From an optimization exercise on the open Yosys and OpenROAD flow, aimed at small area, a short achievable clock period and few clock cycles; shortcuts taken in it are not production practice.
At most, simulation tests tie the RTL to the original design; equivalence was not proved.
Only the layout flow was run in runs 1, 2 and 5; the RTL was not checked for function there.

===== flow/constraint.sdc =====
create_clock -name core_clock -period 3.5 [get_ports {clk}]
set_input_delay 0.7000 -clock core_clock [delete_from_list [all_inputs] [get_ports {clk}]]
set_output_delay 0.7000 -clock core_clock [all_outputs]
set_load 0.01 [all_outputs]

===== flow/design.v =====
module gcd3_top (
    input  wire        clk,
    input  wire        reset,
    input  wire        start,
    input  wire [15:0] A,
    input  wire [15:0] B,
    input  wire [15:0] C,
    output wire        valid,
    output wire [15:0] D
);
    localparam IDLE = 3'd0, P0 = 3'd1, P1 = 3'd2, P2 = 3'd3, SHL = 3'd4;
    reg [2:0]  state;
    reg [16:0] a, b;
    reg [3:0]  cnt;
    wire [15:0] x    = A | B | C;
    wire        zero = ~|A | ~|B | ~|C;
    reg  [3:0]  kx;
    integer i;
    always @(*) begin
        kx = 4'd0;
        for (i = 15; i >= 0; i = i - 1)
            if (x[i]) kx = i;
    end
    wire        idle = (state == IDLE);
    wire        p0   = (state == P0);
    wire        p1   = (state == P1);
    wire        p2   = (state == P2);
    wire        shl  = (state == SHL);
    wire [16:0] axb  = a ^ b;
    wire        tz   = a[0] & b[0] & ((~|axb[16:1]) | (&axb[16:1]));    
    wire        a1   = a[0] & ((~|a[16:1]) | (&a[16:1]));                
    wire        c0   = (cnt == 4'd0);
    wire [17:0] t    = {a[16], a} + {b[16], b};
    wire [15:0] t4   = t[17:2];
    wire [16:0] st   = t4[0] ? {t4[15], t4}
                     : t4[1] ? {{2{t4[15]}}, t4[15:1]}
                     : t4[2] ? {{3{t4[15]}}, t4[15:2]}
                     :         {{4{t4[15]}}, t4[15:3]};
    wire [14:0] ma   = a[15:1] ^ {15{a[16]}};
    wire [14:0] mb   = b[15:1] ^ {15{b[16]}};
    wire        swap = (ma >= mb);
    wire load_p1 = p0 & b[0];
    wire load_p2 = p1 & tz & ~a1;
    wire done    = (p1 & a1) | (p2 & (tz | a1));
    wire step    = (p1 | p2) & b[0] & ~tz & ~a1;
    wire [16:0] w    = ({17{idle}}    & {1'b0, A})
                     | ({17{load_p1}} & {1'b0, B})
                     | ({17{load_p2}} & {1'b0, C})
                     | ({17{~idle & ~load_p1 & ~load_p2}} & b);
    wire [16:0] sw   = w[0] ? w
                     : w[1] ? {w[16], w[16:1]}
                     : w[2] ? {{2{w[16]}}, w[16:2]}
                     :        {{3{w[16]}}, w[16:3]};
    wire [16:0] abs_a = {a[16:1] ^ {16{a[16]}}, a[0]};
    wire        a_b   = load_p1 | (step & swap);
    wire        an1   = a_b ? b[1] : a[1];
    wire        neg_t = st[0] & ~(st[1] ^ an1);
    wire        neg_w = ~idle & sw[0] & ~(sw[1] ^ an1);
    always @(posedge clk)
        b <= step ? {st[16:1] ^ {16{neg_t}}, st[0]} : {sw[16:1] ^ {16{neg_w}}, sw[0]};
    wire        a_shl = (done & ~c0) | (shl & ~c0);
    always @(posedge clk)
        a <= ({17{a_b}} & b) | ({17{a_shl}} & {abs_a[15:0], 1'b0})
           | ({17{~a_b & ~a_shl & ~(idle & start & zero)}} & a);
    assign valid = c0 & (shl | done);
    assign D     = abs_a[15:0];
    always @(posedge clk) begin
        if (reset) begin
            state <= IDLE;
        end else begin
            case (state)
                IDLE: if (start) begin
                    cnt   <= zero ? 4'd0 : kx;
                    state <= zero ? SHL : P0;
                end
                P0: if (b[0]) state <= P1;
                SHL: begin
                    if (c0) state <= IDLE;
                    else cnt <= cnt - 4'd1;
                end
                default: begin  
                    if (load_p2) state <= P2;
                    else if (done) begin
                        if (c0) state <= IDLE;
                        else begin
                            state <= SHL;
                            cnt   <= cnt - 4'd1;
                        end
                    end
                end
            endcase
        end
    end
endmodule

===== flow/config.mk =====
export PLATFORM = sky130hd
export DESIGN_NAME = gcd3_top
export DESIGN_NICKNAME = gcd3_top
export VERILOG_FILES = /design/flow/design.v
export SDC_FILE = /design/flow/constraint.sdc
export NUM_CORES = 4
export LEC_CHECK = 0
export CAP_MARGIN = 20
export CORE_MARGIN = 2
export CORE_UTILIZATION = 40
export SLEW_MARGIN = 20

===== flow/flow/run.sh =====
#!/bin/bash
set -euo pipefail
export BUFFER_PORTS_ARGS="-buffer_cell sky130_fd_sc_hd__buf_2"
bash standard.sh > standard_make.log 2>&1

===== flow/standard.sh =====
#!/bin/bash
# synth_recipe.tcl (not shown) runs the flow's synth.tcl, then flattens the netlist and writes it again
# the make line also repeats each setting of config.mk as NAME=value (left out here)
make -C /OpenROAD-flow-scripts/flow DESIGN_CONFIG=/design/flow/config.mk WORK_HOME=/design/flow/orfs CLKGATE_MAP_FILE= SYNTH_SCRIPT=/design/flow/synth_recipe.tcl "${@:-finish}"

==> impl_results.md, run 1 <==
- Status: finished clean
- Yosys top cell area share: 14.3%
- Cells after synthesis: a little under 700
- P&R area growth vs syn: 25.5%
- Number of flops mapped to enable cells by yosys: 4
- Final WL: slightly below 20000 um
- Synthesized area: 5180 um2
- Average wire per standard cell: 20.1 um
- Cell taking the most area after synthesis: dfxtp_1
- Syn Nets: ~770
- Residual DRC: 0
- Vias in the first global route: 5498
- Final setup viols: 0
- R2R Path Start: a[2]
- Max-Cap Viols: 0
- CTS sink count: 41
- Yosys reg bits: between 40 and 50
- Fin crit share: between 90% and 100%
- First-pass DRT Iterations: 6
- Max FO, Critical Path: 5
- RePlAce Congestion: about 0.95
- DIE AREA: 13900 um2
- Initial core utilization: 41.0%
- CTS tree: done
- HP Class: reg2reg
- Die Wd: roughly 120 um
- Setup TNS: 0 ps
- Post-route insts no fill: a little under 1000
- Inserted Diodes: 0
- Global-route wire length before repair: slightly below 30000 um
- Top cells by area, synth: dfxtp_1 (14%), ha_1 (8.2%), xnor2_1 (7.3%)
- Clock-pin slew on the worst setup and hold paths: roughly 70 ps
- Slew @ Worst Pin: around 840 ps
- Reg2reg path depth: 13
- Top Ports: 68
- Setup CP Type: reg2reg
- Antenna violations before repair: 0
- Antenna-violating nets left: 0
- Core area: roughly 13000 um2
- Via count: 5894
- TritonCTS Buffers: 5
- # port buffers: 67
- Nets@finish: ~880
- Most used flip-flop cell after synthesis: dfxtp_1
- Largest net degree at the start of global routing: 19
- Synth warn: 1
- Worst R2R Setup Slack: approximately 100 ps
- Clock tree buffer depth: 2
- Register area share after synthesis: 16.6%
- Global route overflow: 0
- Post-DP HPWL: between 15000 and 20000 um
- Root Driver: clkbuf_16
- Fmax: between 200 and 300 MHz
- Commonest cells post-synth: nand2_1 (58), a21oi_1 (44), xnor2_1 (43)
- Total GRT Usage: between 20% and 30%
- Clock Latency Late Sink: 300 ps
- CP Data Required Time: 3670 ps
- Mean number of vias per cell: between 6 and 7
- Distinct cells, synth: 65
- Syn_area_per_cell: 7.62 um2
- Most numerous cell in the Yosys netlist: nand2_1
- Layout Skew: 8.79 ps
- Hold Crit Start: a[15]
- Crit. End Element: flop
- CP startpoint kind: flop
- H-tree depth: 2
- Worst R2R End: b[12]
- Ratio of cells with drive above 1 in the final layout: 25.1%
- Minimum clock period: about 3400 ps
- WP data arrival: between 3000 and 4000 ps
- Rows: roughly 40
- Worst rel slew slack: between 40% and 50%
- Worst Hold Path Cells: 2
- # placed instances: ~950
- Final hold violation count: 0
- DR iter-0 viols: about 640
- Max-slew violation count: 0
- Die H: ~120 um
- FFs w/ async S/R, synth: 0%
- Worst Hold End: a[15]
[cells in the final DEF, fill, tap and decap left out, types with 4 or more instances in the layout]
| master | count |
|---|---|
| a211oi_1 | 10 |
| nand3_1 | 38 |
| nand2_1 | 57 |
| nor2b_1 | 6 |
| a21o_1 | 11 |
| clkbuf_16 | 6 |
| a31oi_1 | 9 |
| o21ai_0 | 22 |
| nor3_1 | 16 |
| ha_1 | 32 |
| buf_4 | 73 |
| or3_1 | 6 |
| xor2_2 | 4 |
| edfxtp_1 | 4 |
| dfxtp_2 | 4 |
| nor2_1 | 35 |
| o21a_1 | 5 |
| dfxtp_1 | 32 |
| buf_2 | 67 |
| inv_1 | 26 |
| o22ai_1 | 14 |
| nor4_1 | 23 |
| xor2_1 | 31 |
| a21oi_1 | 44 |
| o211ai_1 | 19 |
| xnor2_1 | 43 |
| mux2i_1 | 32 |
| nand4_1 | 12 |
| a22oi_1 | 27 |
| or4_1 | 4 |
| a22o_1 | 6 |
[how the worst max path moves through the flow]
stage / cells after the start / from / endpoint
2_1_floorplan: 16 / a[16] / b[3]
3_3_place_gp: 15 / a[16] / b[16]
3_5_place_dp: 14 / a[16] / b[12]
4_1_cts: 14 / a[15] / b[12]
5_1_grt: 14 / b[6] / b[5]
6_report: 13 / a[2] / b[12]
[flip-flops by register name (all words and copies together) (netlist names)]
signal,flops
a,17
cnt,4
state,3
b,17
[routing by layer]
metal  track usage, %  up-vias  wire length, um
met3             4.36       51             1510
met2             43.8      296             9020
met1             35.4     2754             8300
li1                 -     2793                -
met5                0        -                0
met4             8.96        0              580
[through the flow]
step | utilization [%] | hold WS [ps] | area, um2 | setup slack (ps)
3_5_place_dp | 48.9 | 519 | 6170 | -188
4_1_cts | 50.2 | 535 | 6340 | 21.6
5_1_grt | 51.5 | 516 | 6500 | -63.3
2_1_floorplan | - | 464 | 5210 | 7.95
6_report | 51.5 | 506 | 6500 | 102
3_3_place_gp | 48.9 | 507 | 6170 | -80.5
[logic make-up (layout without fill, tap and decap cells)]
kind of cell	Yosys count	after routing	share of synthesized area, %
compound gates	199	199	26.5
xor+xnor	78	78	13.2
fa+ha+maj	34	34	8.21
buf+inv	66	180	5.82
flops	41	41	16.6
mux	40	40	8.19
simple gates	222	222	21.5
[cell type report]
cell class                      count  area (um2)
Timing Repair Buffer              146         991
Fill cell                        1255        6120
Inverter                           26        97.6
Clock buffer                        5         125
Clock inverter                      3        28.8
Tap cell                          172         215
Sequential cell                    41         870
Multi-Input combinational cell    573        4170
[worst max-delay path: stages (launching register included)]
cell,delay [ps]
dfxtp_2,390
ha_2,330
buf_4,170
a211oi_1,240
o211ai_1,190
a211oi_1,330
buf_4,190
o211ai_1,140
a31oi_1,350
xnor2_1,210
nor2_1,70
o31ai_1,400
xnor2_1,180
mux2i_1,100
[repair_timing]
action | CTS | global route
gates resized for setup | 5 | 28
gates cloned | 0 | 1
hold buffers | 0 | 0
endpoints found under the setup margin | 15 | 15
pin swaps | 2 | 6
setup buffers | 0 | 3
==> run 2: changes to the inputs <==
--- a/flow/design.v
+++ b/flow/design.v
@@ -31,11 +31,6 @@
     wire        a1   = a[0] & ((~|a[16:1]) | (&a[16:1]));                
     wire        c0   = (cnt == 4'd0);
     wire [17:0] t    = {a[16], a} + {b[16], b};
-    wire [15:0] t4   = t[17:2];
-    wire [16:0] st   = t4[0] ? {t4[15], t4}
-                     : t4[1] ? {{2{t4[15]}}, t4[15:1]}
-                     : t4[2] ? {{3{t4[15]}}, t4[15:2]}
-                     :         {{4{t4[15]}}, t4[15:3]};
     wire [14:0] ma   = a[15:1] ^ {15{a[16]}};
     wire [14:0] mb   = b[15:1] ^ {15{b[16]}};
     wire        swap = (ma >= mb);
@@ -43,21 +38,19 @@
     wire load_p2 = p1 & tz & ~a1;
     wire done    = (p1 & a1) | (p2 & (tz | a1));
     wire step    = (p1 | p2) & b[0] & ~tz & ~a1;
-    wire [16:0] w    = ({17{idle}}    & {1'b0, A})
+    wire [16:0] w    = ({17{step}}    & {t[17], t[17:2]})
+                     | ({17{idle}}    & {1'b0, A})
                      | ({17{load_p1}} & {1'b0, B})
                      | ({17{load_p2}} & {1'b0, C})
-                     | ({17{~idle & ~load_p1 & ~load_p2}} & b);
-    wire [16:0] sw   = w[0] ? w
-                     : w[1] ? {w[16], w[16:1]}
-                     : w[2] ? {{2{w[16]}}, w[16:2]}
-                     :        {{3{w[16]}}, w[16:3]};
+                     | ({17{~step & ~idle & ~load_p1 & ~load_p2}} & b);
+    wire        s2   = ~w[0] & ~w[1];
+    wire [16:0] w2   = s2 ? {{2{w[16]}}, w[16:2]} : w;
+    wire [16:0] sw   = w2[0] ? w2 : {w2[16], w2[16:1]};
     wire [16:0] abs_a = {a[16:1] ^ {16{a[16]}}, a[0]};
     wire        a_b   = load_p1 | (step & swap);
     wire        an1   = a_b ? b[1] : a[1];
-    wire        neg_t = st[0] & ~(st[1] ^ an1);
-    wire        neg_w = ~idle & sw[0] & ~(sw[1] ^ an1);
-    always @(posedge clk)
-        b <= step ? {st[16:1] ^ {16{neg_t}}, st[0]} : {sw[16:1] ^ {16{neg_w}}, sw[0]};
+    wire        neg   = ~idle & sw[0] & ~(sw[1] ^ an1);
+    always @(posedge clk) b <= {sw[16:1] ^ {16{neg}}, sw[0]};
     wire        a_shl = (done & ~c0) | (shl & ~c0);
     always @(posedge clk)
         a <= ({17{a_b}} & b) | ({17{a_shl}} & {abs_a[15:0], 1'b0})
==> run 2 against run 1 <==
Compared with the run above: register-to-register slack is essentially flat; count of clock-buffer cells in the layout grew 1; global-route usage shrank 1.0 points; design area shrank 11%; routed wire length shrank 17%; synthesized cell count shrank 14%; via count shrank 12%; critical path type unchanged; critical endpoint is now b[13]; largest cell class unchanged.
==> impl_results.md, run 2 <==
- Fmax: 295 MHz (was 294 MHz)
- DR iter-0 viols: 346 (was 637)
- Final setup viols: 0 (unchanged)
- FFs w/ async S/R, synth: 0% (unchanged)
- Commonest non-fill, non-tap cell in the layout: buf_2 (was buf_4)
- # port buffers: 67 (unchanged)
- Minimum clock period: 3390 ps (was 3400 ps)
- WP data arrival: 3620 ps (was 3570 ps)
- Number of flops mapped to enable cells by yosys: 4 (unchanged)
- Top layer in use: met4 (unchanged)
- Slew @ Worst Pin: 725 ps (was 843 ps)
- Root Driver: clkbuf_16 (unchanged)
- Mux cell area share after synthesis: 4.93% (was 8.19%)
- Metal-1 WL: 7220 um (was 8300 um)
- Mean number of vias per cell: 6.23 (was 6.10)
- Area of the multi-input gates: 3680 um2 (was 4170 um2)
- Max FO, Critical Path: 15 (was 5)
- Post-route insts no fill: 834 (was 966)
- Clock Latency Late Sink: 300 ps (about the same)
- Crit. Startpoint: a[2] (unchanged)
- Distinct cells, synth: 78 (was 65)
- Top Ports: 68 (unchanged)
- Clock tree buffer depth: 2 (unchanged)
- Antenna violations before repair: 0 (unchanged)
- Total GRT Usage: 25.6% (was 26.6%)
- Global-route wire length before repair: 25500 um (was 29600 um)
- Post-synthesis adder-cell area fraction: 9.16% (was 8.21%)
- Average wire per standard cell: 19.4 um (was 20.1 um)
- Post-synthesis compound-gate area fraction: 27.5% (was 26.5%)
- Main combinational cell family by area after synthesis: compound AO/OA/AOI/OAI gates (unchanged)
- Max-slew violation count: 0 (unchanged)
- First-pass DRT Iterations: 5 (was 6)
- Top cells by area, synth: dfxtp_1 (16%), ha_1 (9.2%), xor2_1 (5.5%) (was dfxtp_1 (14%), ha_1 (8.2%), xnor2_1 (7.3%))
- Cts hold-fix bufs: 0 (unchanged)
- Most used flip-flop cell after synthesis: dfxtp_1 (unchanged)
- Worst rel slew slack: 51.5% (was 43.7%)
- Nets@finish: 775 (was 878)
- Via count: 5193 (was 5894)
- Rows: 39 (was 41)
- Largest net degree at the start of global routing: 23 (was 19)
- Crit. End Element: flop (unchanged)
- Final Cell Area: 5770 um2 (was 6500 um2)
- Core area: 11400 um2 (was 12600 um2)
- Final hold violation count: 0 (unchanged)
- Post-DP HPWL: 13200 um (was 15500 um)
- Place WS: -15.7 ps (was -188 ps)
- PnR worst setup slack: 110 ps (was 102 ps)
- Initial core utilization: 40.8% (was 41.0%)
- Antenna-violating nets left: 0 (unchanged)
- Regs by FF count: a: 17 flops, b: 17 flops, cnt: 4 flops (unchanged)
- Yosys reg bits: 41 (unchanged)
- Global route overflow: 0 (unchanged)
- CP startpoint kind: flop (unchanged)
- Residual DRC: 0 (unchanged)
- Cell taking the most area after synthesis: dfxtp_1 (unchanged)
- Hold Crit Start: a[11] (was a[15])
- XOR/XNOR share of the synthesized area: 10.2% (was 13.2%)
- Met2 WL post-DR: 7330 um (was 9020 um)
- Inserted Diodes: 0 (unchanged)
- Fill cells: 1112 (was 1255)
- Commonest cells post-synth: nand2_1 (53), dfxtp_1 (37), ha_1 (34) (was nand2_1 (58), a21oi_1 (44), xnor2_1 (43))
- TritonCTS Buffers: 5 (unchanged)
- RSZ-0062 raised after global routing: false
- Yosys top cell area share: 16.0% (was 14.3%)
- P&R area growth vs syn: 24.2% (was 25.5%)
- Vias in the first global route: 5002 (was 5498)
- Syn Nets: 671 (was 765)
- Area occupied by registers: 863 um2 (was 870 um2)
- RePlAce Congestion: 1.02 (was 0.954)
- Setup CP Type: reg2reg (unchanged)
- Die H: 112 um (was 118 um)
- Post-DP Area: 5510 um2 (was 6170 um2)
- Register area share after synthesis: 18.5% (was 16.6%)
- CTS sink count: 41 (unchanged)
- Ratio of cells with drive above 1 in the final layout: 26.3% (was 25.1%)
- Cells after synthesis: 586 (was 680)
- CTS tree: done (unchanged)
- Layout Skew: 10.4 ps (was 8.79 ps)
- # placed instances: 826 (was 954)
- Most frequent cells in the layout: buf_2 (67), buf_4 (64), nand2_1 (52) (was buf_4 (73), buf_2 (67), nand2_1 (57))
- CP Data Required Time: 3730 ps (was 3670 ps)
- Setup TNS: 0 ps (unchanged)
- Post-Synth Simple-Gate Area: 25.5% (was 21.5%)
- Metal3 WL: 1120 um (was 1510 um)
- Final WL: 16200 um (was 19400 um)
- Clock-pin slew on the worst setup and hold paths: 70 ps (about the same)
- Status: finished clean (unchanged)
- Most numerous cell in the Yosys netlist: nand2_1 (unchanged)
- HP Class: reg2reg (unchanged)
- Syn_area_per_cell: 7.92 um2 (was 7.62 um2)
- Die Wd: 112 um (was 118 um)
- R2R Path Start: a[2] (unchanged)
- Synthesized area: 4640 um2 (was 5180 um2)
- DIE AREA: 12500 um2 (was 13900 um2)
- Fin crit share: 96.9% (was 97.1%)
- Setup bufs post-CTS: 0 (unchanged)
- Max-Cap Viols: 0 (unchanged)
- Synth warn: 1 (unchanged)
- H-tree depth: 2 (unchanged)
-- run 2: changes by cell type in the layout (fill, tap and decap cells not counted), moves of 9 or more --
| cell | previous run | this run |
|---|---|---|
| buf_4 | 73 | 64 |
| a22oi_1 | 27 | 17 |
| nor2_1 | 35 | 20 |
| a21oi_1 | 44 | 27 |
| o211ai_1 | 19 | 6 |
| inv_1 | 26 | 9 |
| a22o_1 | 6 | 15 |
| o22ai_1 | 14 | 2 |
| xnor2_1 | 43 | 25 |
| mux2i_1 | 32 | 15 |
-- run 2: cell type report --
type / instances / share of cell area (%)
multi-input combinational: 501 / 63.8
sequential: 41 / 15.0
timing repair buffer: 132 / 14.5
tap: 143 / 3.10
clock buffer: 6 / 2.41
clock inverter: 2 / 0.629
inverter: 9 / 0.586
-- run 2: path summary, 6_finish.rpt --
check        endpoint  slack, ps  depth (start not counted)
min reg2reg     a[11]        500                          2
max             b[13]        110                         13
max reg2reg     b[13]        110                         13
min             a[11]        500                          2
-- run 2: worst max-delay path: stages (launching register included) --
cell and delay [ps]:
dfxtp_1 440, ha_1 370, and4_1 230, or3_1 350, nand3_1 110, mux2i_1 80, a221o_1 350, buf_4 190
o21ai_1 260, a211o_1 170, nand3_1 120, a311oi_4 280, buf_12 200, xor2_1 150
-- run 2: timing repair --
action                                  CTS  global route
gates resized for setup                   1            16
endpoints found under the setup margin   15            15
pin swaps                                 0             1
-- run 2: cells by family (layout without fill, tap and decap cells) --
group,after synthesis,count (layout)
flops,41,41
simple gates,218,218
fa+ha+maj,34,34
xor+xnor,54,54
buf+inv,44,149
mux,22,22
compound gates,173,173
-- run 2: per-layer routing --
metal | track usage, % | up-vias
met5 | 0 | -
met4 | 9.71 | 0
met3 | 3.65 | 30
met2 | 41.6 | 247
met1 | 34.4 | 2440
li1 | - | 2476
-- run 2: stage by stage --
step	util (%)	hold WS, ps
after detailed placement	48.5	513
after global routing	50.7	549
after CTS	50.1	526
after floorplan	-	464
final	50.7	500
after global placement	48.5	510
==> run 3: changes to the inputs <==
--- a/flow/design.v
+++ b/flow/design.v
@@ -10,7 +10,8 @@
 );
     localparam IDLE = 3'd0, P0 = 3'd1, P1 = 3'd2, P2 = 3'd3, SHL = 3'd4;
     reg [2:0]  state;
-    reg [16:0] a, b;
+    reg [15:0] a;
+    reg [16:0] b;
     reg [3:0]  cnt;
     wire [15:0] x    = A | B | C;
     wire        zero = ~|A | ~|B | ~|C;
@@ -26,14 +27,12 @@
     wire        p1   = (state == P1);
     wire        p2   = (state == P2);
     wire        shl  = (state == SHL);
-    wire [16:0] axb  = a ^ b;
-    wire        tz   = a[0] & b[0] & ((~|axb[16:1]) | (&axb[16:1]));    
-    wire        a1   = a[0] & ((~|a[16:1]) | (&a[16:1]));                
+    wire [15:0] mb   = {b[15:1] ^ {15{b[16]}}, b[0]};
+    wire        tz   = a[0] & b[0] & ((a[15:1] ^ b[15:1]) == {15{b[16]}});   
+    wire        a1   = (a == 16'd1);
     wire        c0   = (cnt == 4'd0);
-    wire [17:0] t    = {a[16], a} + {b[16], b};
-    wire [14:0] ma   = a[15:1] ^ {15{a[16]}};
-    wire [14:0] mb   = b[15:1] ^ {15{b[16]}};
-    wire        swap = (ma >= mb);
+    wire        swap = (a[15:1] >= mb[15:1]);                               
+    wire [17:0] t    = {2'b00, a} + {b[16], b};
     wire load_p1 = p0 & b[0];
     wire load_p2 = p1 & tz & ~a1;
     wire done    = (p1 & a1) | (p2 & (tz | a1));
@@ -46,17 +45,16 @@
     wire        s2   = ~w[0] & ~w[1];
     wire [16:0] w2   = s2 ? {{2{w[16]}}, w[16:2]} : w;
     wire [16:0] sw   = w2[0] ? w2 : {w2[16], w2[16:1]};
-    wire [16:0] abs_a = {a[16:1] ^ {16{a[16]}}, a[0]};
     wire        a_b   = load_p1 | (step & swap);
-    wire        an1   = a_b ? b[1] : a[1];
+    wire        an1   = a_b ? mb[1] : a[1];
     wire        neg   = ~idle & sw[0] & ~(sw[1] ^ an1);
     always @(posedge clk) b <= {sw[16:1] ^ {16{neg}}, sw[0]};
-    wire        a_shl = (done & ~c0) | (shl & ~c0);
+    wire        a_shl = (done | shl) & ~c0;
     always @(posedge clk)
-        a <= ({17{a_b}} & b) | ({17{a_shl}} & {abs_a[15:0], 1'b0})
-           | ({17{~a_b & ~a_shl & ~(idle & start & zero)}} & a);
+        a <= ({16{a_b}} & mb) | ({16{a_shl}} & {a[14:0], 1'b0})
+           | ({16{~a_b & ~a_shl & ~(idle & start & zero)}} & a);
     assign valid = c0 & (shl | done);
-    assign D     = abs_a[15:0];
+    assign D     = a;
     always @(posedge clk) begin
         if (reset) begin
             state <= IDLE;
==> flow/run.sh (new file) <==
#!/bin/bash
# synth_recipe.tcl (not shown) runs the flow's synth.tcl, then flattens the netlist and writes it again
# the make line also repeats each setting of config.mk as NAME=value (left out here)
make -C /OpenROAD-flow-scripts/flow DESIGN_CONFIG=/design/flow/config.mk WORK_HOME=/design/flow/orfs CLKGATE_MAP_FILE= SYNTH_SCRIPT=/design/flow/synth_recipe.tcl finish
removed: flow/flow/run.sh
removed: flow/standard.sh
==> run 3 against run 2 <==
Compared with the run above: routed wire length shrank 14%; critical path depth unchanged; via count fell by 15%; critical endpoint is now b[7]; worst hold slack improved by 98 ps; synthesized area decreased by 12%; largest cell class unchanged; worst setup slack worse by 55 ps; register-to-register slack lost 60 ps; die area is 12% lower; maximum frequency fell by 1.6%.
==> impl_results.md, run 3 <==
- Ratio of cells with drive above 1 in the final layout: 19.3% (was 26.3%)
- Largest register FFs: 17
- CTS tree: done (unchanged)
- PnR worst setup slack: 54.8 ps (was 110 ps)
- Root Driver: clkbuf_8 (was clkbuf_16)
- H-tree depth: 2 (unchanged)
- Area occupied by registers: 847 um2 (was 863 um2)
- Number of flops mapped to enable cells by yosys: 4 (unchanged)
- Top Ports: 68 (unchanged)
- Final setup viols: 0 (unchanged)
- First-pass DRT Iterations: 5 (unchanged)
- Hold Crit Start: a[0] (was a[11])
- Most numerous cell in the Yosys netlist: dfxtp_1 (was nand2_1)
- Syn_area_per_cell: 8.45 um2 (was 7.92 um2)
- Max FO, Critical Path: 8 (was 15)
- Place WS: -7.22 ps (was -15.7 ps)
- Setup CP Type: reg2reg (unchanged)
- RePlAce Congestion: 0.981 (was 1.02)
- Clock Latency Late Sink: 300 ps (about the same)
- CP startpoint kind: flop (unchanged)
- DIE AREA: 11000 um2 (was 12500 um2)
- Crit. Startpoint: b[3] (was a[2])
- Antenna violations before repair: 0 (unchanged)
- Die H: 105 um (was 112 um)
- Crit. End Element: flop (unchanged)
- Fill cells: 939 (was 1112)
- Vias in the first global route: 4246 (was 5002)
- Worst rel slew slack: 58.3% (was 51.5%)
- Clock-pin slew on the worst setup and hold paths: 90 ps (was 70 ps)
- FFs w/ async S/R, synth: 0% (unchanged)
- Average wire per standard cell: 19.2 um (was 19.4 um)
- Area of the multi-input gates: 3200 um2 (was 3680 um2)
- Minimum clock period: 3450 ps (was 3390 ps)
- Max-slew violation count: 0 (unchanged)
- Final hold violation count: 0 (unchanged)
- Cells after synthesis: 481 (was 586)
- Yosys top cell area share: 17.7% (was 16.0%)
- Synthesized area: 4060 um2 (was 4640 um2)
- Grt peak-use layer: met2 (unchanged)
- # port buffers: 67 (unchanged)
- Rows: 36 (was 39)
- DR iter-0 viols: 338 (was 346)
- Most frequent cells in the layout: clkdlybuf4s50_1 (66), buf_4 (48), nor2_1 (33) (was buf_2 (67), buf_4 (64), nand2_1 (52))
- Initial core utilization: 41.4% (was 40.8%)
- Max-Cap Viols: 0 (unchanged)
- Grt met1 use: 31.8% (was 34.4%)
- Post-DP Area: 5210 um2 (was 5510 um2)
- Layout Skew: 9.32 ps (was 10.4 ps)
- Met2 Use GR: 41.1% (was 41.6%)
- Clock tree buffer depth: 2 (unchanged)
- Fmax: 290 MHz (was 295 MHz)
- Top cells by area, synth: dfxtp_1 (18%), ha_1 (9.9%), mux2i_1 (5.9%) (was dfxtp_1 (16%), ha_1 (9.2%), xor2_1 (5.5%))
- Post-DP HPWL: 10900 um (was 13200 um)
- CTS sink count: 40 (was 41)
- Syn Nets: 564 (was 671)
- Slew @ Worst Pin: 626 ps (was 725 ps)
- CP Data Required Time: 3680 ps (was 3730 ps)
- Final WL: 13900 um (was 16200 um)
- Fin crit share: 98.4% (was 96.9%)
- Mean number of vias per cell: 6.06 (was 6.23)
- Antenna-violating nets left: 0 (unchanged)
- Die Wd: 105 um (was 112 um)
- Residual DRC: 0 (unchanged)
- Distinct cells, synth: 72 (was 78)
- Total GRT Usage: 24.3% (was 25.6%)
- Register area share after synthesis: 20.7% (was 18.5%)
- Routing usage on met3: 3.56% (was 3.65%)
- WP data arrival: 3630 ps (was 3620 ps)
- Cell taking the most area after synthesis: dfxtp_1 (unchanged)
- Largest net degree at the start of global routing: 26 (was 23)
- Via count: 4389 (was 5193)
- HP Class: reg2reg (unchanged)
- Core area: 9820 um2 (was 11400 um2)
- Cts hold-fix bufs: 0 (unchanged)
- Global-route wire length before repair: 21500 um (was 25500 um)
- R2R Path Start: b[3] (was a[2])
- Yosys reg bits: 40 (was 41)
- Commonest cells post-synth: dfxtp_1 (36), nor2_1 (33), ha_1 (32), o21ai_0 (32) (was nand2_1 (53), dfxtp_1 (37), ha_1 (34))
- Most used flip-flop cell after synthesis: dfxtp_1 (unchanged)
- Inserted Diodes: 0 (unchanged)
- P&R area growth vs syn: 35.2% (was 24.2%)
- Status: finished clean (unchanged)
- Reg with most FFs: b
- Global route overflow: 0 (unchanged)
- Final Cell Area: 5490 um2 (was 5770 um2)
- Synth warn: 1 (unchanged)
- Commonest non-fill, non-tap cell in the layout: clkdlybuf4s50_1 (was buf_2)
- Nets@finish: 673 (was 775)
- Regs by FF count: b: 17 flops, a: 16 flops, cnt: 4 flops (was a: 17 flops, b: 17 flops, cnt: 4 flops)
- TritonCTS Buffers: 5 (unchanged)
run 3: kinds of logic (layout without fill, tap and decap cells):
family / Yosys count / in the layout / synth area share, %
XOR/XNOR: 43 / 43 / 9.82
multiplexers: 27 / 27 / 6.74
adder cells (fa/ha/maj): 32 / 32 / 9.85
AND/OR/NAND/NOR: 154 / 154 / 20.7
flip-flops: 40 / 40 / 20.7
AO/OA/AOI/OAI: 152 / 152 / 28.4
buffers and inverters: 33 / 143 / 3.79
run 3: layout make-up:
cell class	count	area share, %
clock buffer	5	1.25
clock inverter	3	0.251
inverter	13	0.888
multi-input combinational	408	58.2
sequential	40	15.4
tap	133	3.03
timing repair buffer	122	21.0
run 3: final timing paths:
path	cells after the start	endpoint	slack, ps
min	3	a[0]	600
max	13	b[7]	50
max reg2reg	13	b[7]	50
min reg2reg	3	a[0]	600
run 3: timing repair:
action,in CTS,in global routing
setup buffers,0,4
gates resized for setup,0,38
endpoints found under the setup margin,0,33
run 3: worst max-delay path: stages, from the launching register on:
cell and delay, ps:
dfxtp_2 350, ha_4 270, buf_6 100, nand4_1 170, nor4_4 460, o2111a_2 330
a211oi_4 70, a221o_2 460, nor2b_1 160, buf_6 180, mux2_2 350, a21oi_2 150
mux2i_1 100, xor2_1 150
run 3: layer usage:
metal	vias up	part of all wire [%]
li1	2114	-
met4	0	2.7
met2	167	49
met1	2081	43
met5	-	0
met3	27	5.6
run 3: metrics by stage:
stage | cells | utilization (%) | setup TNS (ps) | hold slack (ps)
final | 724 | 56.0 | 0 | 598
after global routing | 724 | 56.0 | -185 | 644
after CTS | 719 | 53.9 | 0 | 599
after detailed placement | 711 | 53.0 | -7.22 | 578
after global placement | 711 | 53.0 | -17.0 | 564
after floorplan | 481 | - | 0 | 510
Testbench counts of run 3, summed over its fixed seeds: cycles 2,531.
==> run 4: changes to the inputs <==
==> flow/flow/run.sh (new file) <==
#!/bin/bash
set -euo pipefail
export BUFFER_PORTS_ARGS="-buffer_cell sky130_fd_sc_hd__buf_2"
bash standard.sh > standard_make.log 2>&1
==> flow/standard.sh (new file) <==
#!/bin/bash
# synth_recipe.tcl (not shown) runs the flow's synth.tcl, then flattens the netlist and writes it again
# the make line also repeats each setting of config.mk as NAME=value (left out here)
make -C /OpenROAD-flow-scripts/flow DESIGN_CONFIG=/design/flow/config.mk WORK_HOME=/design/flow/orfs CLKGATE_MAP_FILE= SYNTH_SCRIPT=/design/flow/synth_recipe.tcl "${@:-finish}"
removed: flow/run.sh
==> run 4 against run 3 <==
Compared with the run above: largest cell class unchanged; synthesized cell count unchanged; die area unchanged; worst setup slack better by 120 ps; count of clock-buffer cells in the layout unchanged; synthesized area unchanged; clock skew down 4.0 ps; worst hold slack worse by 2.0 ps; maximum frequency up 3.7%; routed wire length down 0.32%; still clean on timing, DRC and antenna; highest routed layer unchanged; critical path depth unchanged; sequential cell count unchanged; core utilization down 4.3 points; critical path type unchanged.
==> impl_results.md, run 4 <==
- Top cells by area, synth: dfxtp_1 (18%), ha_1 (9.9%), mux2i_1 (5.9%) (unchanged)
- RePlAce Congestion: 0.917 (was 0.981)
- Global route overflow: 0 (unchanged)
- Cells after synthesis: 481 (unchanged)
- Final hold violation count: 0 (unchanged)
- Most numerous cell in the Yosys netlist: dfxtp_1 (unchanged)
- Cell taking the most area after synthesis: dfxtp_1 (unchanged)
- P&R area growth vs syn: 24.7% (was 35.2%)
- Finished Core Util: 51.6% (was 56.0%)
- Yosys reg bits: 40 (unchanged)
- TritonCTS Buffers: 5 (unchanged)
- Antenna-violating nets left: 0 (unchanged)
- Clock Latency Late Sink: 310 ps (was 300 ps)
- Status: finished clean (unchanged)
- Fill cells: 997 (was 939)
- Inserted Diodes: 0 (unchanged)
- Number of flops mapped to enable cells by yosys: 4 (unchanged)
- Max FO, Critical Path: 6 (was 8)
- Ratio of cells with drive above 1 in the final layout: 29.8% (was 19.3%)
- Vias in the first global route: 4143 (was 4246)
- First-pass DRT Iterations: 5 (unchanged)
- Final setup viols: 0 (unchanged)
- Die Wd: 105 um (unchanged)
- Clock tree buffer depth: 2 (unchanged)
- Max-slew violation count: 0 (unchanged)
- Via count: 4315 (was 4389)
- Fin crit share: 94.9% (was 98.4%)
- Crit-path leading delay family: compound AO/OA/AOI/OAI gates (unchanged)
- Largest net degree at the start of global routing: 25 (was 26)
- CTS sink count: 40 (unchanged)
- Syn Nets: 564 (unchanged)
- FFs w/ async S/R, synth: 0% (unchanged)
- Antenna violations before repair: 0 (unchanged)
- Total GRT Usage: 24.8% (was 24.3%)
- Yosys top cell area share: 17.7% (unchanged)
- Root Driver: clkbuf_8 (unchanged)
- Most used flip-flop cell after synthesis: dfxtp_1 (unchanged)
- Post-DP HPWL: 11100 um (was 10900 um)
- Reg with most FFs: b (unchanged)
- H-tree depth: 2 (unchanged)
- Top Ports: 68 (unchanged)
- CTS tree: done (unchanged)
- HP Class: reg2reg (unchanged)
- Distinct cells, synth: 72 (unchanged)
- Core area: 9820 um2 (unchanged)
- Regs by FF count: b: 17 flops, a: 16 flops, cnt: 4 flops (unchanged)
- Nets@finish: 662 (was 673)
- Synthesized area: 4060 um2 (unchanged)
- Layout Skew: 5.32 ps (was 9.32 ps)
- Die H: 105 um (unchanged)
- CP bufs+invs: 2 (unchanged)
- # port buffers: 67 (unchanged)
- Mean number of vias per cell: 6.05 (was 6.06)
- Clock-pin slew on the worst setup and hold paths: 90 ps (about the same)
- Initial core utilization: 41.4% (unchanged)
- Syn_area_per_cell: 8.45 um2 (unchanged)
- CP max stage delay: 480 ps (was 460 ps)
- Commonest non-fill, non-tap cell in the layout: buf_2 (was clkdlybuf4s50_1)
- Setup CP Type: reg2reg (unchanged)
- Fmax: 301 MHz (was 290 MHz)
- CP startpoint kind: flop (unchanged)
- Commonest cells post-synth: dfxtp_1 (36), nor2_1 (33), ha_1 (32), o21ai_0 (32) (unchanged)
- Most frequent cells in the layout: buf_2 (67), buf_4 (38), o21ai_0 (32), nor2_1 (32), dfxtp_1 (30) (was clkdlybuf4s50_1 (66), buf_4 (48), nor2_1 (33))
- WP data arrival: 3520 ps (was 3630 ps)
- Crit. End Element: flop (unchanged)
- Average wire per standard cell: 19.4 um (was 19.2 um)
- Final WL: 13900 um (about the same)
- Rows: 36 (unchanged)
- Worst path most repeated cell: buf_4 (was buf_6)
- Slowest-stage cell, CP: dfxtp_1 (was nor4_4)
- DR iter-0 viols: 318 (was 338)
- Synth warn: 1 (unchanged)
- Register area share after synthesis: 20.7% (unchanged)
- CP Data Required Time: 3690 ps (was 3680 ps)
- DIE AREA: 11000 um2 (unchanged)
- Worst rel slew slack: 55.8% (was 58.3%)
- Cts hold-fix bufs: 0 (unchanged)
- Global-route wire length before repair: 21800 um (was 21500 um)
- Slew @ Worst Pin: 663 ps (was 626 ps)
- Residual DRC: 0 (unchanged)
- Crit-path cells: ha_2 -> nand3_1 -> nor4_4 -> buf_4 -> o2111ai_2 -> o21ai_0 -> a221o_2 -> nor2b_1 -> buf_4 -> mux2_2 -> a21oi_1 -> mux2i_1 -> xor2_1 (was ha_4 -> buf_6 -> nand4_1 -> nor4_4 -> o2111a_2 -> a211oi_4 -> a221o_2 -> nor2b_1 -> buf_6 -> mux2_2 -> a21oi_2 -> mux2i_1 -> xor2_1)
- Minimum clock period: 3320 ps (was 3450 ps)
- Largest register FFs: 17 (unchanged)
- Max-Cap Viols: 0 (unchanged)
==> run 4: cell count changes in the layout (fill, tap and decap cells not counted), sizes merged <==
| cell | change |
|---|---|
| clkdlybuf4s50 | -66 |
| buf | +57 |
| clkinv | -2 |
| bufinv | +1 |
| clkbuf | -1 |
| clkinvlp | +1 |
| dlymetal6s2s | -1 |
==> run 4: final cells by class <==
type	count	area [um2]	share of cell area (%)
clock inverter	3	42.5	0.839
clock buffer	5	68.8	1.36
multi-input combinational	408	3180	62.7
inverter	13	48.8	0.963
tap	133	166	3.28
sequential	40	848	16.7
timing repair buffer	111	714	14.1
==> run 4: layer usage <==
metal / up-vias / global-route usage, % / part of all wire (%)
met5: - / 0 / 0
met4: 0 / 7.81 / 2.3
met3: 26 / 4.05 / 4.7
met2: 122 / 40.5 / 48
met1: 2072 / 33.5 / 45
li1: 2095 / - / -
==> run 4: kinds of logic after synthesis <==
family	count (synthesis)	synth area share [%]
fa+ha+maj	32	9.85
flops	40	20.7
mux	27	6.74
xor+xnor	43	9.82
simple gates	154	20.7
compound gates	152	28.4
buf+inv	33	3.79
==> run 4: timing repair <==
action | CTS | global route
buffers inserted | 0 | 2
resized for setup | 0 | 34
endpoints found under the hold margin | 0 | 0
endpoints found under the setup margin | 0 | 31
==> run 4: worst register-to-register path: stages, from the launching register on <==
cell and delay [ps]:
dfxtp_1 480, ha_2 380, nand3_1 210, nor4_4 70, buf_4 140, o2111ai_2 260
o21ai_0 190, a221o_2 400, nor2b_1 120, buf_4 170, mux2_2 340, a21oi_1 190
mux2i_1 120, xor2_1 150
==> run 4: per-stage QoR <==
step / hold WS [ps] / TNS (ps) / setup slack, ps / cells / area [um2]
5_1_grt: 602 / -493 / -42.6 / 713 / 5070
3_3_place_gp: 557 / 0 / 116 / 703 / 4820
4_1_cts: 595 / 0 / 23.5 / 711 / 4930
2_1_floorplan: 510 / 0 / 15.8 / 481 / 4070
3_5_place_dp: 574 / 0 / 46.3 / 703 / 4820
6_report: 596 / 0 / 177 / 713 / 5070
==> run 4: worst paths after layout <==
check	start	slack (ps)	end	depth (start not counted)
worst max-delay path	a[10]	180	b[7]	13
worst min-delay path	a[0]	600	a[0]	3
worst min register to register	a[0]	600	a[0]	3
worst max register to register	a[10]	180	b[7]	13
==> run 5: changes to the inputs <==
--- a/flow/design.v
+++ b/flow/design.v
@@ -37,16 +37,17 @@
     wire load_p2 = p1 & tz & ~a1;
     wire done    = (p1 & a1) | (p2 & (tz | a1));
     wire step    = (p1 | p2) & b[0] & ~tz & ~a1;
-    wire [16:0] w    = ({17{step}}    & {t[17], t[17:2]})
-                     | ({17{idle}}    & {1'b0, A})
-                     | ({17{load_p1}} & {1'b0, B})
-                     | ({17{load_p2}} & {1'b0, C})
-                     | ({17{~step & ~idle & ~load_p1 & ~load_p2}} & b);
+    wire        odd  = (p1 | p2) & b[0];
+    wire [16:0] w    = ({17{odd}}             & {t[17], t[17:2]})
+                     | ({17{idle}}            & {1'b0, A})
+                     | ({17{load_p1}}         & {1'b0, B})
+                     | ({17{load_p2}}         & {1'b0, C})
+                     | ({17{~idle & ~b[0]}}   & b);
     wire        s2   = ~w[0] & ~w[1];
     wire [16:0] w2   = s2 ? {{2{w[16]}}, w[16:2]} : w;
     wire [16:0] sw   = w2[0] ? w2 : {w2[16], w2[16:1]};
     wire        a_b   = load_p1 | (step & swap);
-    wire        an1   = a_b ? mb[1] : a[1];
+    wire        an1   = (load_p1 | (odd & swap)) ? mb[1] : a[1];
     wire        neg   = ~idle & sw[0] & ~(sw[1] ^ an1);
     always @(posedge clk) b <= {sw[16:1] ^ {16{neg}}, sw[0]};
     wire        a_shl = (done | shl) & ~c0;
==> run 5 against run 4 <==
Compared with the run above: synthesized cell count increased by 17%; count of clock-buffer cells in the layout is the same; first-iteration DRC count down 5.0%; clock skew up 7.8 ps; via count grew 13%; global-route usage increased by 2.2 points; critical path type unchanged.
==> impl_results.md, run 5 <==
- Most used flip-flop cell after synthesis: dfxtp_1 (unchanged)
- Worst path most repeated cell: ha_1 (was buf_4)
- Core area: 10800 um2 (was 9820 um2)
- Status: finished clean (unchanged)
- Worst rel slew slack: 51.3% (was 55.8%)
- Largest register FFs: 17 (unchanged)
- Synth warn: 1 (unchanged)
- Grt peak-use layer: met2 (unchanged)
- Largest net degree at the start of global routing: 32 (was 25)
- DIE AREA: 11900 um2 (was 11000 um2)
- Inserted Diodes: 0 (unchanged)
- FFs w/ async S/R, synth: 0% (unchanged)
- Clock-pin slew on the worst setup and hold paths: 100 ps (was 90 ps)
- Slew @ Worst Pin: 712 ps (was 663 ps)
- Routing usage on met3: 3.59% (was 4.05%)
- Crit-path leading delay family: simple AND/OR/NAND/NOR gates (was compound AO/OA/AOI/OAI gates)
- Post-route insts no fill: 804 (was 713)
- Synthesized area: 4400 um2 (was 4060 um2)
- Global route overflow: 0 (unchanged)
- Yosys reg bits: 40 (unchanged)
- Cts hold-fix bufs: 0 (unchanged)
- Crit-path cells: ha_1 -> ha_1 -> nor4_2 -> o211a_1 -> a211o_2 -> nand3_1 -> a221oi_4 -> mux2i_1 -> or4b_1 -> buf_12 -> xor2_1 (was ha_2 -> nand3_1 -> nor4_4 -> buf_4 -> o2111ai_2 -> o21ai_0 -> a221o_2 -> nor2b_1 -> buf_4 -> mux2_2 -> a21oi_1 -> mux2i_1 -> xor2_1)
- Fin crit share: 97.2% (was 94.9%)
- Die Wd: 109 um (was 105 um)
- Syn_area_per_cell: 7.83 um2 (was 8.45 um2)
- Ratio of cells with drive above 1 in the final layout: 25.8% (was 29.8%)
- Fmax: 294 MHz (was 301 MHz)
- Post-DP Area: 5200 um2 (was 4820 um2)
- Grt met1 use: 35.9% (was 33.5%)
- # placed instances: 793 (was 703)
- Initial core utilization: 40.8% (was 41.4%)
- Commonest cells post-synth: nand2_1 (49), a21oi_1 (45), dfxtp_1 (36) (was dfxtp_1 (36), nor2_1 (33), ha_1 (32), o21ai_0 (32))
- Average wire per standard cell: 19.5 um (was 19.4 um)
- Yosys top cell area share: 16.4% (was 17.7%)
- CP startpoint kind: flop (unchanged)
- Top cells by area, synth: dfxtp_1 (16%), ha_1 (9.1%), a21oi_1 (5.1%) (was dfxtp_1 (18%), ha_1 (9.9%), mux2i_1 (5.9%))
- Most numerous cell in the Yosys netlist: nand2_1 (was dfxtp_1)
- DR iter-0 viols: 302 (was 318)
- Regs by FF count: b: 17 flops, a: 16 flops, cnt: 4 flops (unchanged)
- First-pass DRT Iterations: 6 (was 5)
- Clock tree buffer depth: 2 (unchanged)
- Met2 Use GR: 44.0% (was 40.5%)
- Cells after synthesis: 562 (was 481)
- Layout Skew: 13.1 ps (was 5.32 ps)
- Register area share after synthesis: 19.1% (was 20.7%)
- Minimum clock period: 3400 ps (was 3320 ps)
- RePlAce Congestion: 0.960 (was 0.917)
- Crit. End Element: flop (unchanged)
- # port buffers: 67 (unchanged)
- Number of flops mapped to enable cells by yosys: 4 (unchanged)
- Final WL: 15700 um (was 13900 um)
- Rows: 38 (was 36)
- Most frequent cells in the layout: buf_2 (67), buf_4 (56), nand2_1 (49) (was buf_2 (67), buf_4 (38), o21ai_0 (32), nor2_1 (32), dfxtp_1 (30))
- Commonest non-fill, non-tap cell in the layout: buf_2 (unchanged)
- Antenna-violating nets left: 0 (unchanged)
- CP max stage delay: 560 ps (was 480 ps)
- Root Driver: clkbuf_8 (unchanged)
- Final Cell Area: 5390 um2 (was 5070 um2)
- Syn Nets: 645 (was 564)
- Mean number of vias per cell: 6.06 (was 6.05)
- Top Ports: 68 (unchanged)
- Final hold violation count: 0 (unchanged)
- Setup CP Type: reg2reg (unchanged)
- Max-slew violation count: 0 (unchanged)
- Max FO, Critical Path: 15 (was 6)
- H-tree depth: 2 (unchanged)
- Max-Cap Viols: 0 (unchanged)
- Setup TNS: 0 ps (unchanged)
- Die H: 109 um (was 105 um)
- Antenna violations before repair: 0 (unchanged)
- HP Class: reg2reg (unchanged)
- CP bufs+invs: 1 (was 2)
- Global-route wire length before repair: 24800 um (was 21800 um)
- TritonCTS Buffers: 5 (unchanged)
- Residual DRC: 0 (unchanged)
- Slowest-stage cell, CP: or4b_1 (was dfxtp_1)
- CTS tree: done (unchanged)
- Final setup viols: 0 (unchanged)
- Total GRT Usage: 27.0% (was 24.8%)
- Distinct cells, synth: 73 (was 72)
- Fill cells: 1079 (was 997)
- Post-DP HPWL: 12700 um (was 11100 um)
- Reg with most FFs: b (unchanged)
- Nets@finish: 746 (was 662)
- Via count: 4874 (was 4315)
- Clock Latency Late Sink: 320 ps (was 310 ps)
- CP Data Required Time: 3690 ps (about the same)
- Cell taking the most area after synthesis: dfxtp_1 (unchanged)
- CTS sink count: 40 (unchanged)
- WP data arrival: 3590 ps (was 3520 ps)
- P&R area growth vs syn: 22.5% (was 24.7%)
- Vias in the first global route: 4749 (was 4143)
- Hold WS: 575 ps (was 596 ps)
run 5: area by class of cell:
class                   count  area, um2  share of cell area, %
multi-input cells         478       3420                   63.3
flip-flops and latches     40        843                   15.6
repair buffers            125        796                   14.8
well taps                 140        175                   3.25
clock buffers               5       68.8                   1.28
inverters                  13       48.8                  0.905
clock inverters             3       45.0                  0.835
run 5: timing repair:
action                     in CTS  in global routing
setup endpoints to repair      15                 15
resized for setup               1                 11
buffers inserted                2                  1
pin swaps                       1                  2
hold endpoints to repair        0                  0
run 5: kinds of logic (layout without fill, tap and decap cells):
logic type               count (synthesis)  after routing  share of synthesized area (%)
AO/OA/AOI/OAI                          171            171                           26.9
XOR/XNOR                                40             40                           9.15
adder cells (fa/ha/maj)                 32             32                           9.10
buffers and inverters                   44            146                           4.69
flip-flops                              40             40                           19.1
multiplexers                            24             24                           5.54
AND/OR/NAND/NOR                        211            211                           25.5
run 5: worst paths after layout:
path                            startpoint  endpoint  slack, ps  cells past startpoint
worst max-delay path                 a[15]      b[3]        100                     11
worst min-delay path                 a[11]     a[12]        580                      2
worst max register to register       a[15]      b[3]        100                     11
worst min register to register       a[11]     a[12]        580                      2
run 5: metal layers:
metal	vias to the layer above	wire, um
met5	-	0
met4	0	548
met3	39	722
met2	164	7570
met1	2320	6850
li1	2351	-
run 5: tightest hold or removal path, stage by stage, from the launching register on:
cell and delay, ps:
dfxtp_1 380, nand2_1 80, o211ai_1 70
run 5: stage by stage:
step | util [%] | setup WS (ps)
2_1_floorplan | - | 26.5
3_3_place_gp | 48.2 | 140
3_5_place_dp | 48.2 | -118
4_1_cts | 49.4 | 1.43
5_1_grt | 50.0 | -28.1
6_report | 50.0 | 98.7
==> run 6: changes to the inputs <==
--- a/flow/design.v
+++ b/flow/design.v
@@ -39,21 +39,22 @@
     wire step    = (p1 | p2) & b[0] & ~tz & ~a1;
     wire        odd  = (p1 | p2) & b[0];
     wire [16:0] w    = ({17{odd}}             & {t[17], t[17:2]})
-                     | ({17{idle}}            & {1'b0, A})
-                     | ({17{load_p1}}         & {1'b0, B})
+                     | ({17{idle & ~A[0]}}    & {1'b0, A})
+                     | ({17{load_p1 | idle & A[0]}} & {1'b0, B})
                      | ({17{load_p2}}         & {1'b0, C})
                      | ({17{~idle & ~b[0]}}   & b);
     wire        s2   = ~w[0] & ~w[1];
     wire [16:0] w2   = s2 ? {{2{w[16]}}, w[16:2]} : w;
     wire [16:0] sw   = w2[0] ? w2 : {w2[16], w2[16:1]};
     wire        a_b   = load_p1 | (step & swap);
-    wire        an1   = (load_p1 | (odd & swap)) ? mb[1] : a[1];
-    wire        neg   = ~idle & sw[0] & ~(sw[1] ^ an1);
+    wire        an1   = idle ? A[1] : (load_p1 | (odd & swap)) ? mb[1] : a[1];
+    wire        neg   = (~idle | A[0]) & sw[0] & ~(sw[1] ^ an1);
     always @(posedge clk) b <= {sw[16:1] ^ {16{neg}}, sw[0]};
     wire        a_shl = (done | shl) & ~c0;
+    wire        a_in  = idle & start & A[0] & ~zero;
     always @(posedge clk)
-        a <= ({16{a_b}} & mb) | ({16{a_shl}} & {a[14:0], 1'b0})
-           | ({16{~a_b & ~a_shl & ~(idle & start & zero)}} & a);
+        a <= ({16{a_b}} & mb) | ({16{a_shl}} & {a[14:0], 1'b0}) | ({16{a_in}} & A)
+           | ({16{~a_b & ~a_shl & ~(idle & start)}} & a);
     assign valid = c0 & (shl | done);
     assign D     = a;
     always @(posedge clk) begin
@@ -63,7 +64,7 @@
             case (state)
                 IDLE: if (start) begin
                     cnt   <= zero ? 4'd0 : kx;
-                    state <= zero ? SHL : P0;
+                    state <= zero ? SHL : A[0] ? P1 : P0;
                 end
                 P0: if (b[0]) state <= P1;
                 SHL: begin
==> flow/flow/run.sh (replaced) <==
#!/bin/bash
set -euo pipefail
export BUFFER_PORTS_ARGS="-buffer_cell sky130_fd_sc_hd__buf_1"
export RECOVER_POWER=100
bash standard.sh > standard_make.log 2>&1
==> run 6 against run 5 <==
Compared with the run above: still clean; synthesized area fell by 3.0%; critical path depth fell by 1; register-to-register slack improved by 70 ps; synthesized cell count fell by 4.3%; die area fell by 2.9%; maximum frequency rose by 0.66%; worst hold slack improved by 71 ps; sequential cell count did not move; count of clock-buffer cells in the layout did not move; first-iteration DRC count rose by 89%; critical endpoint is now valid; highest routed layer unchanged.
==> impl_results.md, run 6 <==
- Status: finished clean (unchanged)
- Synthesized area: 4270 um2 (was 4400 um2)
- Total GRT Usage: 28.2% (was 27.0%)
- CP startpoint kind: flop (unchanged)
- Vias in the first global route: 4542 (was 4749)
- Root Driver: clkbuf_8 (unchanged)
- Reg2reg path depth: 11 (unchanged)
- Nets@finish: 708 (was 746)
- Worst setup path endpoint: valid (was b[3])
- Syn_area_per_cell: 7.94 um2 (was 7.83 um2)
- Max-Cap Viols: 0 (unchanged)
- Most used flip-flop cell after synthesis: dfxtp_1 (unchanged)
- # placed instances: 750 (was 793)
- Top Ports: 68 (unchanged)
- Crit-path cells: buf_4 -> ha_1 -> nor4_2 -> and3_1 -> a22oi_2 -> nand2b_1 -> a21oi_2 -> a21oi_1 -> nor2_1 -> clkbuf_2 (was ha_1 -> ha_1 -> nor4_2 -> o211a_1 -> a211o_2 -> nand3_1 -> a221oi_4 -> mux2i_1 -> or4b_1 -> buf_12 -> xor2_1)
- HP Class: reg2reg (unchanged)
- Worst rel slew slack: 48.6% (was 51.3%)
- Clock-pin slew on the worst setup and hold paths: 100 ps (about the same)
- Cells after synthesis: 538 (was 562)
- Levels on crit path: 10 (was 11)
- Register area share after synthesis: 19.7% (was 19.1%)
- Clock tree buffer depth: 2 (unchanged)
- Post-route insts no fill: 762 (was 804)
- Yosys reg bits: 40 (unchanged)
- Met2 WL post-DR: 7010 um (was 7570 um)
- First-pass DRT Iterations: 7 (was 6)
- CTS sink count: 40 (unchanged)
- Final WL: 16200 um (was 15700 um)
- Global-route wire length before repair: 25000 um (was 24800 um)
- CP max stage delay: 460 ps (was 560 ps)
- Commonest non-fill, non-tap cell in the layout: buf_1 (was buf_2)
- Finished Core Util: 48.3% (was 50.0%)
- Worst Hold Path Cells: 1 (was 2)
- Rows: 37 (was 38)
- DR iter-0 viols: 570 (was 302)
- Layout Skew: 13.3 ps (was 13.1 ps)
- Via count: 4909 (was 4874)
- DIE AREA: 11500 um2 (was 11900 um2)
- Commonest cells post-synth: nand2_1 (44), o21ai_0 (43), dfxtp_1 (36) (was nand2_1 (49), a21oi_1 (45), dfxtp_1 (36))
- RePlAce Congestion: 1.02 (was 0.960)
- TritonCTS Buffers: 5 (unchanged)
- Number of flops mapped to enable cells by yosys: 4 (unchanged)
- Fmax: 296 MHz (was 294 MHz)
- H-tree depth: 2 (unchanged)
- Cts hold-fix bufs: 0 (unchanged)
- P&R area growth vs syn: 16.8% (was 22.5%)
- RSZ-0062 raised after global routing: false
- Post-DP HPWL: 13000 um (was 12700 um)
- CP bufs+invs: 2 (was 1)
- Slew @ Worst Pin: 770 ps (was 712 ps)
- Worst R2R End: b[14] (was b[3])
- Most numerous cell in the Yosys netlist: nand2_1 (unchanged)
- Initial core utilization: 41.4% (was 40.8%)
- Slowest-stage cell, CP: dfxtp_2 (was or4b_1)
- Fill cells: 1043 (was 1079)
- Crit-path leading delay family: simple AND/OR/NAND/NOR gates (unchanged)
- Area occupied by registers: 847 um2 (was 843 um2)
- Distinct cells, synth: 68 (was 73)
- Setup CP Type: reg2out (was reg2reg)
- Die H: 107 um (was 109 um)
- Largest register FFs: 17 (unchanged)
- Final setup viols: 0 (unchanged)
- Regs by FF count: b: 17 flops, a: 16 flops, cnt: 4 flops (unchanged)
- Cell taking the most area after synthesis: dfxtp_1 (unchanged)
- Crit. Startpoint: b[16] (was a[15])
- Average wire per standard cell: 21.3 um (was 19.5 um)
- Inserted Diodes: 0 (unchanged)
- Top cells by area, synth: dfxtp_1 (17%), ha_1 (9.4%), xnor2_1 (7.2%) (was dfxtp_1 (16%), ha_1 (9.1%), a21oi_1 (5.1%))
- Reg with most FFs: b (unchanged)
- R2R Path Start: b[9] (was a[15])
- Synth warn: 1 (unchanged)
- Residual DRC: 0 (unchanged)
- Max FO, Critical Path: 8 (was 15)
- Minimum clock period: 3380 ps (was 3400 ps)
- WP data arrival: 2680 ps (was 3590 ps)
- Core area: 10300 um2 (was 10800 um2)
- Yosys top cell area share: 16.9% (was 16.4%)
- FFs w/ async S/R, synth: 0% (unchanged)
- Top layer in use: met4 (unchanged)
- Largest net degree at the start of global routing: 19 (was 32)
- Crit. End Element: output pin (was flop)
- Most frequent cells in the layout: buf_1 (66), nand2_1 (44), o21ai_0 (43) (was buf_2 (67), buf_4 (56), nand2_1 (49))
- Syn Nets: 621 (was 645)
- Antenna-violating nets left: 0 (unchanged)
- Fin crit share: 96.5% (was 97.2%)
- Metal-1 WL: 7030 um (was 6850 um)
- CTS tree: done (unchanged)
- Worst R2R Setup Slack: 170 ps (was 100 ps)
- CP Data Required Time: 2800 ps (was 3690 ps)
- Antenna violations before repair: 0 (unchanged)
- Die Wd: 107 um (was 109 um)
- Final hold violation count: 0 (unchanged)
- # port buffers: 67 (unchanged)
- Ratio of cells with drive above 1 in the final layout: 11.2% (was 25.8%)
- Metal3 WL: 1740 um (was 722 um)
- Area of the multi-input gates: 3300 um2 (was 3420 um2)
- Max-slew violation count: 0 (unchanged)
- Mean number of vias per cell: 6.44 (was 6.06)
- Global route overflow: 0 (unchanged)
- Clock Latency Late Sink: 310 ps (was 320 ps)
[run 6: cell types whose count changed after synthesis, moves of 9 or more]
cell      previous run  this run
a221o_1              1        18
o21ai_0             28        43
xnor2_1             23        35
a221oi_1             9         0
nand3_1             23        13
a222oi_1             1        11
a21oi_1             45        27
[run 6: layout make-up]
type / count / share of cell area, %
inverter: 15 / 1.13
multi-input combinational: 459 / 66.1
clock inverter: 3 / 0.376
clock buffer: 5 / 1.38
timing repair buffer: 104 / 10.6
tap: 136 / 3.41
sequential: 40 / 17.0
[run 6: kinds of logic after synthesis]
| kind of cell | Yosys count | share of synthesized area, % |
|---|---|---|
| AOI/OAI and AO/OA | 180 | 29.9 |
| and+or+nand+nor | 180 | 22.4 |
| xor gates and xnor gates | 44 | 9.02 |
| DFF | 40 | 19.7 |
| buffers and inverters | 39 | 4.19 |
| adders and majority gates | 32 | 9.38 |
| muxes | 23 | 5.48 |
[run 6: how the worst min path moves through the flow]
stage            from      to  slack, ps
6_report       cnt[0]  cnt[0]        650
5_1_grt        cnt[0]  cnt[0]        660
2_1_floorplan    a[1]    a[1]        560
4_1_cts          a[8]    a[8]        640
3_5_place_dp     a[8]    a[8]        620
3_3_place_gp     a[6]    a[6]        610
[run 6: layer usage]
metal / global-route usage (%) / vias up
li1: - / 2269
met1: 40.6 / 2329
met2: 43.2 / 280
met3: 5.39 / 31
met4: 6.86 / 0
met5: 0 / -
[run 6: through the flow]
stage	worst slack, ps	hold WS (ps)	instance area, um2	setup TNS, ps
global placement	-154	613	4820	-2060
floorplan	104	559	4270	0
global route	6.55	664	4990	0
CTS	7.74	641	4940	0
detailed placement	-144	620	4820	-1740
finish	121	646	4990	0
[run 6: timing repair]
item	in CTS	in global routing
setup buffers	1	3
endpoints found under the hold margin	0	0
setup endpoints to repair	16	31
pin swaps	1	2
cloned	0	0
gates resized for setup	5	12
Testbench counts of run 6, summed over its fixed seeds: cycles 2,454.

what the ideal ports hide:
No port has a modelled driver above. Below, the same layouts with a new extraction and two added sets of constraints. Step 1: set_driving_cell puts a clkbuf_16 on clk and a buf_2 on each other input, an assumption about the parent block. Step 2, shift: input delay + t, output delay - t, t = (earliest + latest rising clock arrival at the registers) / 2. This alone moves slack from input paths to output paths. Three values: ideal, step 1, step 2; two values: the first two.
run	shift t [ns]	setup WS [ns]	worst hold slack (ns)	worst setup path after step 2
run 1	0.329	0.102 / 0.102 / 0.102	0.506 / 0.506 / 0.506	register to register
run 2	0.339	0.110 / 0.110 / 0.110	0.500 / 0.500 / 0.500	register to register
run 3	0.334	0.055 / 0.055 / 0.011	0.598 / 0.598 / 0.598	input to register
run 4	0.339	0.177 / 0.177 / 0.177	0.596 / 0.586 / 0.596	register to register
run 5	0.345	0.099 / 0.099 / 0.099	0.575 / 0.575 / 0.575	register to register
run 6	0.333	0.121 / 0.087 / 0.167	0.646 / 0.642 / 0.646	register to register
After both steps setup and hold are still met in every run listed. The setup slack of run 3, which loses most, moves by 0.000 ns with the drivers and by -0.044 ns with both steps.
